What follows belongs to an exercise in optimizing a design on an open flow for small area and a short achievable clock period; a production flow would make more cautious choices. No functional check of the RTL was part of any run shown here.

## flow/design.v (module list and top-level ports; edited modules follow where they fit)
// module montgomery_kyber: 1587 lines
// module kfa: 6 lines
// module kha: 6 lines
// module k_a21bo: 5 lines
// module k_a21oi: 5 lines
// module k_and2: 5 lines
// module k_inv: 5 lines
// module k_mux2i: 5 lines
// module k_nand2: 5 lines
// module k_nor2: 5 lines
// module k_o21ai: 5 lines
// module k_o21bai: 5 lines
// module k_or2: 5 lines
// module k_orn2: 5 lines
// module k_xnor2: 5 lines
// module k_xor2: 5 lines
module montgomery_kyber(clk, a, b, out);
  // ...
==> flow/run.sh <==
#!/bin/bash
# synth_recipe.tcl (not shown) runs the flow's synth.tcl, then flattens the netlist and writes it again
# the make line also repeats each setting of config.mk as NAME=value (left out here)
make -C /OpenROAD-flow-scripts/flow DESIGN_CONFIG=/design/flow/config.mk WORK_HOME=/design/flow/orfs CLKGATE_MAP_FILE= SYNTH_SCRIPT=/design/flow/synth_recipe.tcl finish
==> flow/config.mk <==
export PLATFORM = sky130hd
export DESIGN_NAME = montgomery_kyber
export DESIGN_NICKNAME = montgomery_kyber
export VERILOG_FILES = /design/flow/design.v
export SDC_FILE = /design/flow/constraint.sdc
export NUM_CORES = 4
export LEC_CHECK = 0
export CAP_MARGIN = 20
export CORE_MARGIN = 2
export CORE_UTILIZATION = 40
export SETUP_SLACK_MARGIN = 5
export SLEW_MARGIN = 20
export SYNTH_HIERARCHICAL = 1
export SYNTH_MINIMUM_KEEP_SIZE = 0
==> flow/constraint.sdc <==
create_clock -name core_clock -period 12.0 [get_ports {clk}]
set_input_delay 2.4000 -clock core_clock [delete_from_list [all_inputs] [get_ports {clk}]]
set_output_delay 2.4000 -clock core_clock [all_outputs]
set_load 0.01 [all_outputs]
==> results.json, run 1 <==
{
  "syn-num-nets": 873,
  "synth_edf_count": 0,
  "largest_register": "r",
  "wl_met2_um": 6957,
  "ys.warnings.count": 7,
  "endpoint_kind": "register",
  "synth_top_family_by_area": "adder cells",
  "yosys.area.top_type": "fa_1",
  "max_slew_margin_pct": 62.72,
  "grt_pass1_vias": 5040,
  "cp_max_fo": 12,
  "synth_compound_area_share_pct": 11.13,
  "synth-simple-area-share_pct": 18.67,
  "placed_area_mm2": 0.006978,
  "antenna_found_initial": 0,
  "place_ws_ps": 4369,
  "cp_slowest_cell": "fa_1",
  "coreArea_mm2": 0.01571,
  "status": "no timing/DRC/antenna violations",
  "ios": 37,
  "vias_per_cell": 4.803,
  "finalWorstPathRequiredPeriod_ps": 6714,
  "top_layer": "met4",
  "netlist.area_leader.share_pct": 38.21,
  "largest_class": "multi-input combinational cells",
  "hold_depth": 2,
  "avgSynthCellArea_um2": 8.733
}
==> inputs of run 2 (changes only) <==
==> flow/flow/run.sh (new file) <==
#!/bin/bash
set -euo pipefail
MARGIN=${MARGIN:-6.5}
bash standard.sh "SETUP_SLACK_MARGIN=$MARGIN" \
  "BUFFER_PORTS_ARGS=-buffer_cell sky130_fd_sc_hd__buf_1" finish > flow_make.log 2>&1
==> flow/standard.sh (new file) <==
#!/bin/bash
# synth_recipe.tcl (not shown) runs the flow's synth.tcl, then flattens the netlist and writes it again
# the make line also repeats each setting of config.mk as NAME=value (left out here)
make -C /OpenROAD-flow-scripts/flow DESIGN_CONFIG=/design/flow/config.mk WORK_HOME=/design/flow/orfs CLKGATE_MAP_FILE= SYNTH_SCRIPT=/design/flow/synth_recipe.tcl "${@:-finish}"
removed: flow/run.sh
==> results.json, run 2 <==
{
  "status": "no timing/DRC/antenna violations",
  "place.gp.congestion": 0.7857,
  "rows": 46,
  "diodes": 0,
  "synth_mux_area_share_pct": 1.895,
  "cp-start-kind": "input pin",
  "grt_overflow": 0,
  "netlist.area_leader.share_pct": 38.21,
  "drc_errors": 0,
  "wl_met1_um": 6564,
  "antenna_found_initial": 0,
  "largest_register_ff_count": 24,
  "setup_tns_ps": 0,
  "dieArea_mm2": 0.01687,
  "yosys-top-cells-count": "176 x nand2_1, 121 x fa_1, 82 x xor2_1, 66 x nor2_1, 59 x xnor2_1",
  "fmax_mhz": 162.7,
  "endpoint_kind": "register",
  "dp_hpwl_um": 10980,
  "nNetsFinal": 1018,
  "routedWlPerCell_um": 14.37,
  "grt_usage_pct": 19.46,
  "dr_wl_met3_um": 460,
  "fillers": 1349,
  "path_clk_slew_ps": 60,
  "synth_most_common_cell": "nand2_1",
  "cts-root-buf": "clkbuf_16",
  "cp.required_ps": 12130,
  "cts_buffer_depth": 2,
  "avgSynthCellArea_um2": 8.733,
  "synthAdderAreaFrac_pct": 38.41,
  "finalWorstPathRequiredPeriod_ps": 6145,
  "final-setup-viol-count": 0,
  "wl_met2_um": 8433,
  "largest_register": "r",
  "synth_top_family_by_area": "adder cells",
  "finalCritPeriodShare_pct": 51.21,
  "cts_tree": "built",
  "die_x_um": 129.9,
  "reg_top3": "r x24",
  "rsz0062_at_grt": "yes",
  "syn-num-nets": 873,
  "drtAntennaViolNets": 0,
  "vias_per_cell": 4.890,
  "ios": 37,
  "synth_xor_area_share_pct": 19.48,
  "critPathArrivalTime_ps": 6280,
  "final-hold-violation-count": 0,
  "cts.hold.buffers_added": 0,
  "clkSinkCount": 24,
  "final_common_cell": "nand2_1",
  "coreArea_mm2": 0.01571,
  "synthTopCellsByArea": "fa_1 38%, xor2_1 11%, nand2_1 10%",
  "max_slew_margin_pct": 68.41,
  "utilization_pct": 56.30,
  "drv_cap": 0,
  "start_util_pct": 40.35,
  "io_buffers": 36,
  "top_layer": "met4",
  "synth_compound_area_share_pct": 11.13,
  "ys.warnings.count": 7,
  "yosys.area.top_type": "fa_1",
  "mostFrequentLayoutCells": "147 x nand2_1, 96 x buf_4, 89 x fa_1",
  "ys_ff_latch": 24,
  "synthCells": 726,
  "worst_pin_slew_ps": 470.6,
  "worstSetupPathType": "in2reg",
  "hold_path_class": "in2reg",
  "drive_gt1_share_pct": 40.34,
  "async_flop_share_pct": 0,
  "cp_max_fo": 7,
  "first_pass_iters": 4,
  "synthesis.area_mm2": 0.006340,
  "syn_to_final_growth_pct": 39.53,
  "yosysSeqAreaShare_pct": 7.578,
  "vias": 5311,
  "cts_inserted_buffers": 3,
  "grt_pass1_wl_um": 26510,
  "drtIter0Drc": 194,
  "wirelength_um": 15610,
  "synth.distinct_cells": 16,
  "fp.dieH_um": 129.9,
  "slew_viol_final": 0,
  "grt_pass1_vias": 5719,
  "h-tree-depth": 1,
  "synth_edf_count": 0,
  "grt_max_degree": 15,
  "synth-simple-area-share_pct": 18.67,
  "synthFlopType": "dfxtp_1"
}
run 2: critical path, cell delays in order:
cell     delay (ps)
buf_12          100
buf_8           110
nand2_4          50
fa_2            470
fa_2            380
fa_1            500
fa_1            560
fa_2            480
xor2_2          180
buf_4           150
a21oi_2         150
o21ai_2          90
a21oi_2         160
o21ai_4         130
buf_4           160
buf_6           110
xnor2_2         110
run 2: routing by layer:
metal / vias up / track usage, %
met4: 0 / 2.214
met1: 2672 / 24.58
met3: 16 / 1.845
li1: 2519 / -
met2: 104 / 37.14
met5: - / 0
run 2: layout make-up:
| cell class | count | area, µm² | share of cell area, % |
|---|---|---|---|
| Inverter | 48 | 180.2 | 2.037 |
| Sequential cell | 24 | 499.2 | 5.644 |
| Tap cell | 216 | 270.3 | 3.055 |
| Multi-Input combinational cell | 654 | 6477 | 73.22 |
| Clock inverter | 1 | 30.03 | 0.3395 |
| Timing Repair Buffer | 140 | 1314 | 14.85 |
| Clock buffer | 3 | 75.07 | 0.8487 |
run 2: per-module statistics from Yosys, one instance, submodules excluded, excerpt:
| module | copies in the design | area (µm²) |
|---|---|---|
| k_orn2 | 5 | 6.256 |
| k_xnor2 | 59 | 8.758 |
| k_a21bo | 5 | 10.01 |
| k_nand2 | 176 | 3.754 |
| k_mux2i | 12 | 10.01 |
| kfa | 121 | 20.02 |
| kha | 1 | 12.51 |
| k_xor2 | 82 | 8.758 |
| k_and2 | 5 | 6.256 |
| k_o21bai | 2 | 7.507 |
| k_nor2 | 66 | 3.754 |
| k_o21ai | 30 | 5.005 |
| k_inv | 48 | 3.754 |
| montgomery_kyber | 1 | 480.5 |
| k_or2 | 34 | 6.256 |
run 2: final timing paths:
kind | from | to | slack (ps) | cells past startpoint
setup / recovery | a[5] | r[16] | 5860 | 17
hold / removal | b[0] | r[0] | 2550 | 2
run 2: logic make-up (layout without fill, tap and decap cells):
family / after synthesis / in the layout
DFF: 24 / 24
adders and majority gates: 122 / 122
muxes: 12 / 12
buffers and inverters: 48 / 192
and+or+nand+nor: 286 / 286
xor gates and xnor gates: 141 / 141
AOI/OAI and AO/OA: 93 / 93
run 2: through the flow:
| stage | hold slack, ps | cell area (µm²) | setup WS [ps] | std cells |
|---|---|---|---|---|
| CTS | 2553 | 8443 | 5938 | 1060 |
| global placement | 3081 | 7041 | 4972 | 978 |
| finish | 2548 | 8846 | 5855 | 1086 |
| global route | 2557 | 8846 | 5745 | 1086 |
| floorplan | 2575 | 6635 | 5887 | 726 |
| detailed placement | 3080 | 7041 | 4903 | 978 |
run 2: timing repair:
action / CTS / global route
cloned: 1 / 0
buffers inserted: 77 / 26
endpoints found under the setup margin: 28 / 27
pin swaps: 87 / 58
gates resized for setup: 201 / 45
==> inputs of run 3 (changes only) <==
==> flow/flow/run.sh (replaced) <==
#!/bin/bash
set -euo pipefail
MARGIN=${MARGIN:-5}
bash standard.sh "SETUP_SLACK_MARGIN=$MARGIN" \
  "BUFFER_PORTS_ARGS=-buffer_cell sky130_fd_sc_hd__buf_1" finish > flow_make.log 2>&1
==> results.json, run 3 <==
{
  "setup_tns_ps": 0,
  "yosys-top-cells-count": "176 x nand2_1, 121 x fa_1, 82 x xor2_1, 66 x nor2_1, 59 x xnor2_1",
  "clkSinkCount": 24,
  "final_common_cell": "nand2_1",
  "dp_hpwl_um": 11100,
  "cts-root-buf": "clkbuf_16",
  "yosys.area.top_type": "fa_1",
  "largest_register_ff_count": 24,
  "largest_register": "r",
  "worst_pin_slew_ps": 710.2,
  "synthCells": 726,
  "cp_slowest_cell": "fa_1",
  "start_util_pct": 40.35,
  "grt_usage_pct": 17.24,
  "cts.hold.buffers_added": 0,
  "slew_viol_final": 0,
  "synth.distinct_cells": 16,
  "drtIter0Drc": 167,
  "cts_inserted_buffers": 3,
  "worstSetupPathType": "in2reg",
  "dieArea_mm2": 0.01687,
  "syn_to_final_growth_pct": 8.565,
  "critPathArrivalTime_ps": 6900,
  "post-cts-setup-buffers": 0,
  "worst-path-buf-inv": 2,
  "ys.warnings.count": 7,
  "reg_top3": "r x24",
  "grt_max_degree": 15,
  "die_x_um": 129.9,
  "drv_cap": 0,
  "coreArea_mm2": 0.01571,
  "path_cells": "buf_1 -> nand2_1 -> fa_1 -> fa_1 -> fa_1 -> fa_1 -> fa_1 -> xor2_1 -> nand2_1 -> nor2_1 -> nand2_1 -> o21ai_2 -> inv_1 -> o21ai_1 -> xnor2_1",
  "grt_pass1_vias": 5172,
  "synthesis.area_mm2": 0.006340,
  "rows": 46,
  "synth_edf_count": 0,
  "synthFlopType": "dfxtp_1",
  "path_delay_family": "adder cells",
  "syn-num-nets": 873,
  "fmax_mhz": 147.8,
  "place_ws_ps": 4669,
  "vias": 4808,
  "grt_pass1_wl_um": 23600,
  "routedWlPerCell_um": 13.44,
  "mostFrequentLayoutCells": "176 x nand2_1, 121 x fa_1, 82 x xor2_1",
  "cts_tree": "built",
  "yosysSeqAreaShare_pct": 7.578,
  "vias_per_cell": 4.891,
  "cp_max_fo": 12,
  "max_slew_margin_pct": 52.65,
  "final-hold-violation-count": 0,
  "rsz0062_at_grt": "no",
  "hold_path_class": "in2reg",
  "cts_buffer_depth": 2,
  "finalCritPeriodShare_pct": 56.38,
  "h-tree-depth": 1,
  "async_flop_share_pct": 0,
  "endpoint_kind": "register",
  "first_pass_iters": 5,
  "io_buffers": 36,
  "status": "no timing/DRC/antenna violations",
  "max_stage_delay_ps": 530,
  "utilization_pct": 43.80,
  "wirelength_um": 13210,
  "avgSynthCellArea_um2": 8.733,
  "cp.required_ps": 12140,
  "nNetsFinal": 915,
  "antenna_found_initial": 0,
  "netlist.area_leader.share_pct": 38.21,
  "diodes": 0,
  "fp.dieH_um": 129.9,
  "ios": 37,
  "finalWorstPathRequiredPeriod_ps": 6766,
  "grt_overflow": 0,
  "synthTopCellsByArea": "fa_1 38%, xor2_1 11%, nand2_1 10%",
  "place.gp.congestion": 0.8287,
  "drc_errors": 0,
  "drtAntennaViolNets": 0,
  "final-setup-viol-count": 0,
  "crit_top_cell": "fa_1",
  "timing.final.ws_setup_ps": 5234,
  "ys_ff_latch": 24,
  "path_clk_slew_ps": 60,
  "cp-start-kind": "input pin",
  "synth_most_common_cell": "nand2_1",
  "drive_gt1_share_pct": 10.30
}
-- run 3: cell counts after synthesis --
Identical to the previous run, type by type.
-- run 3: cells by family after synthesis --
logic type | synth area share (%)
flops | 7.578
compound gates | 11.13
simple gates | 18.67
buf+inv | 2.842
xor+xnor | 19.48
fa+ha+maj | 38.41
mux | 1.895
-- run 3: cell type report --
| type | count | area, µm² |
|---|---|---|
| clock buffers | 3 | 75.07 |
| clock inverters | 1 | 30.03 |
| fillers | 1534 | 8830 |
| inverters | 48 | 180.2 |
| multi-input cells | 654 | 5683 |
| flip-flops and latches | 24 | 480.5 |
| well taps | 216 | 270.3 |
| repair buffers | 37 | 163.9 |
-- run 3: stage by stage --
stage / cell area, µm² / hold WS (ps) / instances
global route: 6883 / 2692 / 983
global placement: 6753 / 3026 / 979
CTS: 6862 / 2739 / 983
detailed placement: 6753 / 3007 / 979
floorplan: 6340 / 2575 / 726
finish: 6883 / 2668 / 983
-- run 3: per-layer routing --
metal | vias to the layer above | global-route usage [%] | part of all wire (%)
met5 | - | 0 | 0
met4 | 0 | 3.289 | 1.8
met3 | 20 | 2.132 | 3.5
met2 | 93 | 32.37 | 52
met1 | 2359 | 21.33 | 43
li1 | 2336 | - | -
-- run 3: path summary, 6_finish.rpt --
| path | startpoint | end | slack [ps] | cells past startpoint |
|---|---|---|---|---|
| max | a[7] | r[18] | 5230 | 15 |
| min | a[0] | r[0] | 2670 | 2 |
-- run 3: repair_timing --
action,in CTS,in global routing
gates cloned,0,0
resized for setup,1,17
endpoints found under the setup margin,6,8
-- run 3: Yosys stat by module, one instance, submodules excluded, a selection --
module / cells / area (µm²)
k_o21bai: 1 / 7.507
k_and2: 1 / 6.256
montgomery_kyber: 24 / 480.5
k_mux2i: 1 / 10.01
kfa: 1 / 20.02
k_inv: 1 / 3.754
k_orn2: 1 / 6.256
k_nor2: 1 / 3.754
k_xnor2: 1 / 8.758
k_nand2: 1 / 3.754
k_a21bo: 1 / 10.01
==> inputs of run 4 (changes only) <==
==> flow/flow/run.sh (replaced) <==
#!/bin/bash
set -euo pipefail
MARGIN=${MARGIN:-5.5}
bash standard.sh "SETUP_SLACK_MARGIN=$MARGIN" \
  "BUFFER_PORTS_ARGS=-buffer_cell sky130_fd_sc_hd__buf_1" finish > flow_make.log 2>&1
==> results.json, run 4 <==
{
  "final-hold-violation-count": 0,
  "fp.dieH_um": 129.9,
  "worst_pin_slew_ps": 604.2,
  "io_buffers": 36,
  "cts-root-buf": "clkbuf_16",
  "path_cells": "buf_4 -> nand2_1 -> fa_2 -> fa_1 -> fa_2 -> fa_2 -> xor2_4 -> nand2_2 -> o21ai_2 -> xor2_1 -> fa_1 -> xor2_2 -> inv_1 -> o21ai_2 -> xor2_1",
  "antenna_found_initial": 0,
  "endpoint_kind": "register",
  "rows": 46,
  "start_util_pct": 40.35,
  "routedWlPerCell_um": 13.63,
  "grt_overflow": 0,
  "synth.distinct_cells": 16,
  "final_cells": 990,
  "hold_depth": 2,
  "max_stage_delay_ps": 660,
  "ios": 37,
  "path_depth": 15,
  "grt_usage_pct": 17.30,
  "worst-path-buf-inv": 2,
  "cp_slowest_cell": "fa_2",
  "utilization_pct": 45.60,
  "netlist.area_leader.share_pct": 38.21,
  "dp_hpwl_um": 11100,
  "drive_gt1_share_pct": 14.99,
  "grt_pass1_wl_um": 23670,
  "largest_register_ff_count": 24,
  "async_flop_share_pct": 0,
  "drv_cap": 0,
  "die_x_um": 129.9,
  "coreArea_mm2": 0.01571,
  "dr_wl_met3_um": 548,
  "max_slew_margin_pct": 59.72,
  "wirelength_um": 13490,
  "rsz0062_at_grt": "no",
  "dieArea_mm2": 0.01687,
  "status": "no timing/DRC/antenna violations",
  "finalCritPeriodShare_pct": 53.20,
  "cts_inserted_buffers": 3,
  "diodes": 0,
  "avgSynthCellArea_um2": 8.733,
  "cp-start-kind": "input pin",
  "vias": 4841,
  "slew_viol_final": 0,
  "critPathArrivalTime_ps": 6560,
  "wl_met1_um": 5651,
  "grt_pass1_vias": 5183,
  "dp.cells": 979,
  "largest_register": "r",
  "path_clk_slew_ps": 60,
  "ys.warnings.count": 7,
  "fin_hold_ws_ps": 2584,
  "drtAntennaViolNets": 0,
  "h-tree-depth": 1,
  "cp.required_ps": 12180,
  "syn-num-nets": 873,
  "synthFlopType": "dfxtp_1",
  "synth_edf_count": 0,
  "setup_tns_ps": 0,
  "path_delay_family": "adder cells",
  "hold_path_class": "in2reg",
  "first_pass_iters": 5,
  "nNetsFinal": 922,
  "final-setup-viol-count": 0,
  "final_common_cell": "nand2_1",
  "mostFrequentLayoutCells": "174 x nand2_1, 118 x fa_1, 70 x xor2_1",
  "drtIter0Drc": 173,
  "top_layer": "met4",
  "drc_errors": 0,
  "ys_ff_latch": 24,
  "cp_max_fo": 12,
  "finalWorstPathRequiredPeriod_ps": 6384,
  "synthCells": 726,
  "wl_met2_um": 7064,
  "cts_tree": "built",
  "grt_max_degree": 15,
  "fillers": 1502,
  "crit_top_cell": "fa_2",
  "place.gp.congestion": 0.8287,
  "fmax_mhz": 156.6,
  "worstSetupPathType": "in2reg",
  "synthesis.area_mm2": 0.006340,
  "cts.hold.buffers_added": 0,
  "clkSinkCount": 24,
  "cts_buffer_depth": 2,
  "synthTopCellsByArea": "fa_1 38%, xor2_1 11%, nand2_1 10%",
  "yosys-top-cells-count": "176 x nand2_1, 121 x fa_1, 82 x xor2_1, 66 x nor2_1, 59 x xnor2_1",
  "yosysSeqAreaShare_pct": 7.578,
  "syn_to_final_growth_pct": 13.03,
  "yosys.area.top_type": "fa_1",
  "vias_per_cell": 4.890,
  "reg_top3": "r x24",
  "synth_most_common_cell": "nand2_1"
}
## run 4: area by class of cell
type,count,area [µm²],area share [%]
clock buffers,3,75.07,1.048
clock inverters,1,30.03,0.4191
multi-input cells,654,5856,81.72
flip-flops and latches,24,481.7,6.723
repair buffers,44,272.8,3.807
well taps,216,270.3,3.772
inverters,48,180.2,2.514
## run 4: what timing repair did
item | 4_1_cts | 5_1_grt
setup endpoints to repair | 12 | 23
hold endpoints to repair | 0 | 0
setup buffers | 0 | 7
gates resized for setup | 26 | 55
gates cloned | 0 | 0
pin swaps | 0 | 5
## run 4: per-module statistics from Yosys, one instance, submodules excluded, a selection
module | cells | cell area, µm²
k_o21ai | 1 | 5.005
kha | 1 | 12.51
k_inv | 1 | 3.754
k_nor2 | 1 | 3.754
k_mux2i | 1 | 10.01
k_a21bo | 1 | 10.01
k_nand2 | 1 | 3.754
k_o21bai | 1 | 7.507
k_and2 | 1 | 6.256
k_or2 | 1 | 6.256
kfa | 1 | 20.02
k_a21oi | 1 | 8.758
k_xor2 | 1 | 8.758
## run 4: final timing paths
| check | start | end | slack, ps |
|---|---|---|---|
| min | a[0] | r[0] | 2580 |
| max | a[0] | r[11] | 5620 |
## run 4: routing by layer
| layer | GRT usage, % | vias to the layer above |
|---|---|---|
| li1 | - | 2342 |
| met5 | 0 | - |
| met4 | 3.289 | 0 |
| met3 | 2.132 | 22 |
| met2 | 32.52 | 109 |
| met1 | 21.37 | 2368 |
## run 4: cells by family after synthesis
group                      after synthesis  synth area share (%)
xor gates and xnor gates               141                 19.48
muxes                                   12                 1.895
AOI/OAI and AO/OA                       93                 11.13
DFF                                     24                 7.578
adders and majority gates              122                 38.41
and+or+nand+nor                        286                 18.67
buffers and inverters                   48                 2.842
## run 4: metrics by stage
stage,area [µm²],worst slack (ps)
global route,7166,5433
finish,7166,5616
global placement,6753,4751
detailed placement,6753,4669
floorplan,6340,5579
CTS,6913,5503

==> afterwards: timing with drivers on the ports <==
Ports are ideal in the flow. The routed layouts listed here were re-timed in OpenROAD.
Step 1 sets driving cells, clkbuf_16 on the clock port and buf_2 on the other inputs (assumed; they add their load-dependent delay and slew).
Step 2 moves the port delays by t, midway between the first and last clock arrival at a register: inputs arrive t later, outputs are due t later. That takes back most of the time a late clock gives input paths.
a / b / c = ideal ports / drivers / drivers and shift; a / b = the first two.
run	t, ns	slack for setup (ns)	latest minus earliest clock arrival (ns)	slew at the worst register clock pin (ns)
run 1	0.287	5.286 / 5.297 / 5.012	0.002 / 0.002	0.06 / 0.06
run 2	0.283	5.855 / 5.814 / 5.531	0.002 / 0.002	0.06 / 0.06
run 3	0.288	5.234 / 5.244 / 4.956	0.002 / 0.002	0.06 / 0.06
run 4	0.290	5.616 / 5.623 / 5.333	0.002 / 0.002	0.06 / 0.06
After both steps setup and hold are still met in every run listed. The setup slack of run 2, which loses most, moves by -0.041 ns with the drivers and by -0.324 ns with both steps.
